This design comes from an exercise in tuning for small area on the open sky130 flow, not from production work.
Only simulation tests tie the RTL to the original design; equivalence was not proved.
The flow treats the clock pin as an ideal source. Dropping or thinning the clock tree relies on that and would not hold on a real chip.
Power and IR drop assume default switching activity.

Setup of 08-13:
==> module steering, before the edit <==
module steering(
                    PCLK,
                    PENABLE,
                    PSEL,
                    PRESETN,
                    PWRITE,
                    PREADY,
                    PSLVERR,
                    PADDR,
                    PWDATA,
                    PRDATA,
                    SERVOMOTOR1,
                    SERVOMOTOR2,
                    SERVOMOTORPWM,
                    SAMPLEINT);
input PCLK, PENABLE, PSEL, PRESETN, PWRITE;
input wire [31:0] PWDATA;
input [7:0] PADDR;
output [31:0] PRDATA;
output PREADY, PSLVERR;
output reg SERVOMOTOR1, SERVOMOTOR2;
output SERVOMOTORPWM;
output SAMPLEINT;
assign PREADY = 1'b1;
assign PSLVERR = 1'b0;
assign PRDATA = 32'd0;
wire we = PENABLE & PWRITE & PSEL;
reg active;
reg [9:0] des_pos, act_pos;
always @(posedge PCLK)
begin
    if (!PRESETN)
    begin
        active <= 1'b0;
        des_pos <= 10'd512;
        act_pos <= 10'd0;
    end
    else if (we)
    begin
        if (PWDATA[20])
            act_pos <= PWDATA[9:0];
        else if (active)
            des_pos <= PWDATA[9:0];
        if (PWDATA[23])
            active <= 1'b0;
        else if (PWDATA[22])
            active <= 1'b1;
    end
end
localparam [16:0] S_0      = 17'hce3b;
localparam [16:0] S_50001  = 17'h05ab;
localparam [16:0] S_99990  = 17'hec59;
localparam [16:0] S_100000 = 17'h1671d;
reg [16:0] dc;
reg tick;
reg sint;
reg comp;
wire wrap = (dc == S_100000);
always @(posedge PCLK)
begin
    if (!PRESETN)
    begin
        dc <= S_0;
        tick <= 1'b1;
        sint <= 1'b0;
    end
    else
    begin
        dc <= {dc[15:0], dc[16] ^ dc[13] ^ wrap};
        tick <= wrap;
        if (tick)
            sint <= 1'b1;
        else if (dc == S_50001)
            sint <= 1'b0;
    end
end
assign SAMPLEINT = sint;
always @(posedge PCLK)
    comp <= (dc == S_99990) | (comp & ~tick);
reg [11:0] r;
reg [5:0] c;
reg Y, pwm;
reg [65:0] R;
wire [10:0] dcy;
wire [9:0] nact = ~act_pos;
assign dcy[0] = 1'b1;
assign dcy[10:1] = (des_pos & nact) | (dcy[9:0] & (des_pos ^ nact));
wire [10:0] d = {~dcy[10], des_pos ^ nact ^ dcy[9:0]};
wire e0 = R[55] & comp;
wire e1 = R[44] & comp;
wire e2 = R[33] & comp;
wire e3 = R[22] & comp;
wire e4 = R[11] & comp;
wire o12 = e1 | e2, a12 = e1 & e2, o34 = e3 | e4, a34 = e3 & e4;
wire [3:0] th = {a12 & a34, (a12 & o34) | (a34 & o12), a12 | a34 | (o12 & o34), o12 | o34};
reg [7:0] u;
always @(*)
begin
    case ({tick, e0, th})
        6'b000000: u = 8'h00;
        6'b000001: u = 8'hf5;
        6'b000011: u = 8'hea;
        6'b000111: u = 8'hdf;
        6'b001111: u = 8'hd4;
        6'b010000: u = 8'h2e;
        6'b010001: u = 8'h23;
        6'b010011: u = 8'h18;
        6'b010111: u = 8'h0d;
        6'b011111: u = 8'h02;
        6'b100000: u = 8'h00;
        6'b100001: u = 8'h0b;
        6'b100011: u = 8'h16;
        6'b100111: u = 8'h21;
        6'b101111: u = 8'h2c;
        6'b110000: u = 8'hd2;
        6'b110001: u = 8'hdd;
        6'b110011: u = 8'he8;
        6'b110111: u = 8'hf3;
        6'b111111: u = 8'hfe;
        default: u = 8'h00;
    endcase
end
reg [6:0] A;
wire [7:0] Ax = {A[6], A};
wire [8:0] scy;
assign scy[0] = 1'b0;
assign scy[8:1] = (Ax & u) | (scy[7:0] & (Ax ^ u));
wire [7:0] S = Ax ^ u ^ scy[7:0];
always @(posedge PCLK)
    A <= {S[7] & comp, S[6:1]};    
reg clr;
always @(posedge PCLK)
    clr <= ~PRESETN | (clr & ~(r[10] & r[9] & r[5] & r[4]));    
always @(posedge PCLK)
begin
    R <= {R[0], R[65:1]};
    if (comp)
        R[10] <= S[0];
    if (clr)
        R[10] <= 1'b0;
    if (tick)
        R[10:0] <= d;
end
wire neg = S[7];
wire [11:0] hi = {S[7:0], R[10:7]};
wire hz = ~(|hi);                      
wire ho = &hi;                         
wire [5:0] x = R[6:1];
wire acte = active & PRESETN;
reg [5:0] m;
reg mc;
always @(posedge PCLK)
begin
    if (tick | ~PRESETN)
    begin
        m <= {6{~acte}} | ({6{hz}} & ~x) | ({6{ho}} & x);
        mc <= ~acte | hz;
        SERVOMOTOR1 <= acte & neg;
        SERVOMOTOR2 <= acte & ~neg;
    end
end
localparam [11:0] R_0    = 12'h807;
localparam [11:0] R_79   = 12'h5cd;
localparam [11:0] R_3919 = 12'h403;
wire rend = (r == R_3919);
wire pend = c[5] & c[4] & c[1] & c[0] & (r == R_79);    
wire cz = c[5] & c[4] & c[3];                           
wire [6:0] ccy;
assign ccy[0] = 1'b1;
assign ccy[6:1] = c & ccy[5:0];
wire [5:0] cinc = c ^ ccy[5:0];
wire [6:0] cley;
assign cley[0] = mc;
assign cley[6:1] = (m & c) | (cley[5:0] & (m ^ c));
always @(posedge PCLK)
begin
    if (!PRESETN)
    begin
        r <= R_0;
        c <= 6'd0;
        Y <= 1'b1;
        pwm <= 1'b0;
    end
    else
    begin
        if (pend)
        begin
            r <= R_3919;
            c <= 6'd63;
        end
        else
        begin
            r <= {r[10:0], r[11] ^ r[4] ^ r[1] ^ r[0] ^ rend};
            if (rend)
                c <= cinc;
        end
        Y <= cz | ~cley[6];
        pwm <= Y;
    end
end
assign SERVOMOTORPWM = pwm;
endmodule
export LEC_CHECK = 0
export ABC_AREA = 1
export CAP_MARGIN = 20
export CORE_MARGIN = 2
export CORE_UTILIZATION = 70
export GPL_TIMING_DRIVEN = 0
export SLEW_MARGIN = 20
create_clock -name core_clock -period 10.0 [get_ports {PCLK}]
standard.sh (not shown) runs the stock make flow with config.mk's settings and CLKGATE_MAP_FILE= SYNTH_SCRIPT=/design/flow/synth_recipe.tcl, a recipe that flattens the netlist after the stock synthesis.
==> flow/flow/run.sh <==
#!/bin/bash
# Standard ORFS layout (the standard.sh) with these changes:
#  - after the floorplan, flow/rmp_stage.tcl re-maps the combinational logic for area
#    with OpenROAD's restructure (registers untouched) and merges the tie cells;
#  - buf_1 as the port buffer, and one tie cell per constant value instead of one per port;
set -euo pipefail
here=$(pwd)
knobs=("BUFFER_PORTS_ARGS=-buffer_cell sky130_fd_sc_hd__buf_1" "SKIP_REPAIR_TIE_FANOUT=1")
res=$here/orfs/results/$FLOW_PLATFORM/steering/base
logs=$here/orfs/logs/$FLOW_PLATFORM/steering/base
bash standard.sh "${knobs[@]}" floorplan > flow_make_floorplan.log 2>&1
python3 $here/flow/filter_lib.py $FLOW_HOME/platforms/sky130hd/lib/sky130_fd_sc_hd__tt_025C_1v80.lib \
  $here/rmp_lib.lib > filter_lib.log 2>&1
RES_DIR=$res RMP_LIB=$here/rmp_lib.lib RMP_WORK=$here/rmp_work \
  openroad -no_init -exit $here/flow/rmp_stage.tcl > rmp_stage.log 2>&1
bash standard.sh "${knobs[@]}" place > flow_make_place.log 2>&1
RES_DIR=$res MYCTS_DIR=$here/flow MYCTS_NLEAF=7 MYCTS_LEAF=sky130_fd_sc_hd__buf_8 \
  MYCTS_ROOT=sky130_fd_sc_hd__clkbuf_8 \
  openroad -no_init -exit $here/flow/cts_stage.tcl > cts_stage.log 2>&1
cp cts_stage.log $logs/4_1_cts.log
cp $res/4_1_cts.odb $res/4_cts.odb
touch $res/4_cts.sdc
bash standard.sh "${knobs[@]}" finish > flow_make_finish.log 2>&1
Other scripts of this flow, unchanged in this note and not shown: flow/flow/cts_stage.tcl, flow/flow/filter_lib.py, flow/flow/mycts.tcl, flow/flow/rmp_stage.tcl
Input-level comparison between 10-19 and 08-13:
--- a/flow/design.v
+++ b/flow/design.v
@@ -56,5 +56,5 @@
 reg sint;
 reg comp;
-wire wrap = (dc == S_100000);
+wire wrap;
 always @(posedge PCLK)
 begin
@@ -71,5 +71,5 @@
         if (tick)
             sint <= 1'b1;
-        else if (dc == S_50001)
+        else if ((dc & 17'h0b3ff) == 17'h001ab)    
             sint <= 1'b0;
     end
@@ -77,5 +77,6 @@
 assign SAMPLEINT = sint;
 always @(posedge PCLK)
-    comp <= (dc == S_99990) | (comp & ~tick);
+    comp <= (~sint & ((dc & 17'h0d77f) == 17'h0c459)) | (comp & ~tick);    
+assign wrap = comp & dc[13] & dc[4];
 reg [11:0] r;
 reg [5:0] c;
@@ -149,5 +150,4 @@
 wire acte = active & PRESETN;
 reg [5:0] m;
-reg mc;
 always @(posedge PCLK)
 begin
@@ -155,14 +155,14 @@
     begin
         m <= {6{~acte}} | ({6{hz}} & ~x) | ({6{ho}} & x);
-        mc <= ~acte | hz;
         SERVOMOTOR1 <= acte & neg;
         SERVOMOTOR2 <= acte & ~neg;
     end
 end
+wire mc = ~SERVOMOTOR1;
 localparam [11:0] R_0    = 12'h807;
 localparam [11:0] R_79   = 12'h5cd;
 localparam [11:0] R_3919 = 12'h403;
 wire rend = (r == R_3919);
-wire pend = c[5] & c[4] & c[1] & c[0] & (r == R_79);    
+wire pend = c[5] & c[4] & c[1] & c[0] & r[8] & r[3] & r[2] & r[0] & ~r[4];
 wire cz = c[5] & c[4] & c[3];                           
 wire [6:0] ccy;
Findings:
- 10-19: flow completed, timing, DRC and antenna clean
- Final-layout worst hold slack across 10-19 and 08-13: no real change.
- | violation count after the first detailed-routing iteration | 10-19 vs 08-13 | better |
- Per the comparison of 10-19 with 08-13, synthesized cell count shows a reduction of 5.1%; clock power barely changed.
- Re number of enable-type register cells in the synthesized netlist: 08-13 was higher than 10-19.
- Against 08-13 as the reference, 10-19 delivers a lower combined global-route utilization of all metal layers.
- Against 08-13 as the reference, 10-19 delivers a lower combinational cell fraction of total power.
- Compared with 08-13, in 10-19 area overhead of the layout relative to synthesis comparable, met2 wire length now smaller, proportion of layout cells with a drive suffix above 1 now smaller.
In every run of this note, the design's own scripts or RTL, not TritonCTS, make the clock network.

[static timing again, ports no longer ideal]
No port has a modelled driver above. Below, the same layouts with a new extraction and two added sets of constraints.
Step 1 (the two cells are an assumption about what drives the block):
set clk [get_ports {PCLK}]
set_driving_cell -lib_cell sky130_fd_sc_hd__clkbuf_16 $clk
set_driving_cell -lib_cell sky130_fd_sc_hd__buf_2 [delete_from_list [all_inputs] $clk]
Step 2 adds t to the input delays and takes it off the output delays; t is the mean of the earliest and latest rising clock arrival at the registers after step 1. Input paths then give back, and output paths get back, about the clock's delay inside the block.
Slacks: ideal / step 1 / step 2; pairs: ideal / step 1.
run	shift t [ns]	setup WS [ns]	slew at the worst register clock pin (ns)
08-13	0.397	5.130 / 5.130 / 5.130	0.11 / 0.11
10-19	0.390	4.877 / 4.877 / 4.877	0.11 / 0.11
After both steps every run listed still meets setup and hold.
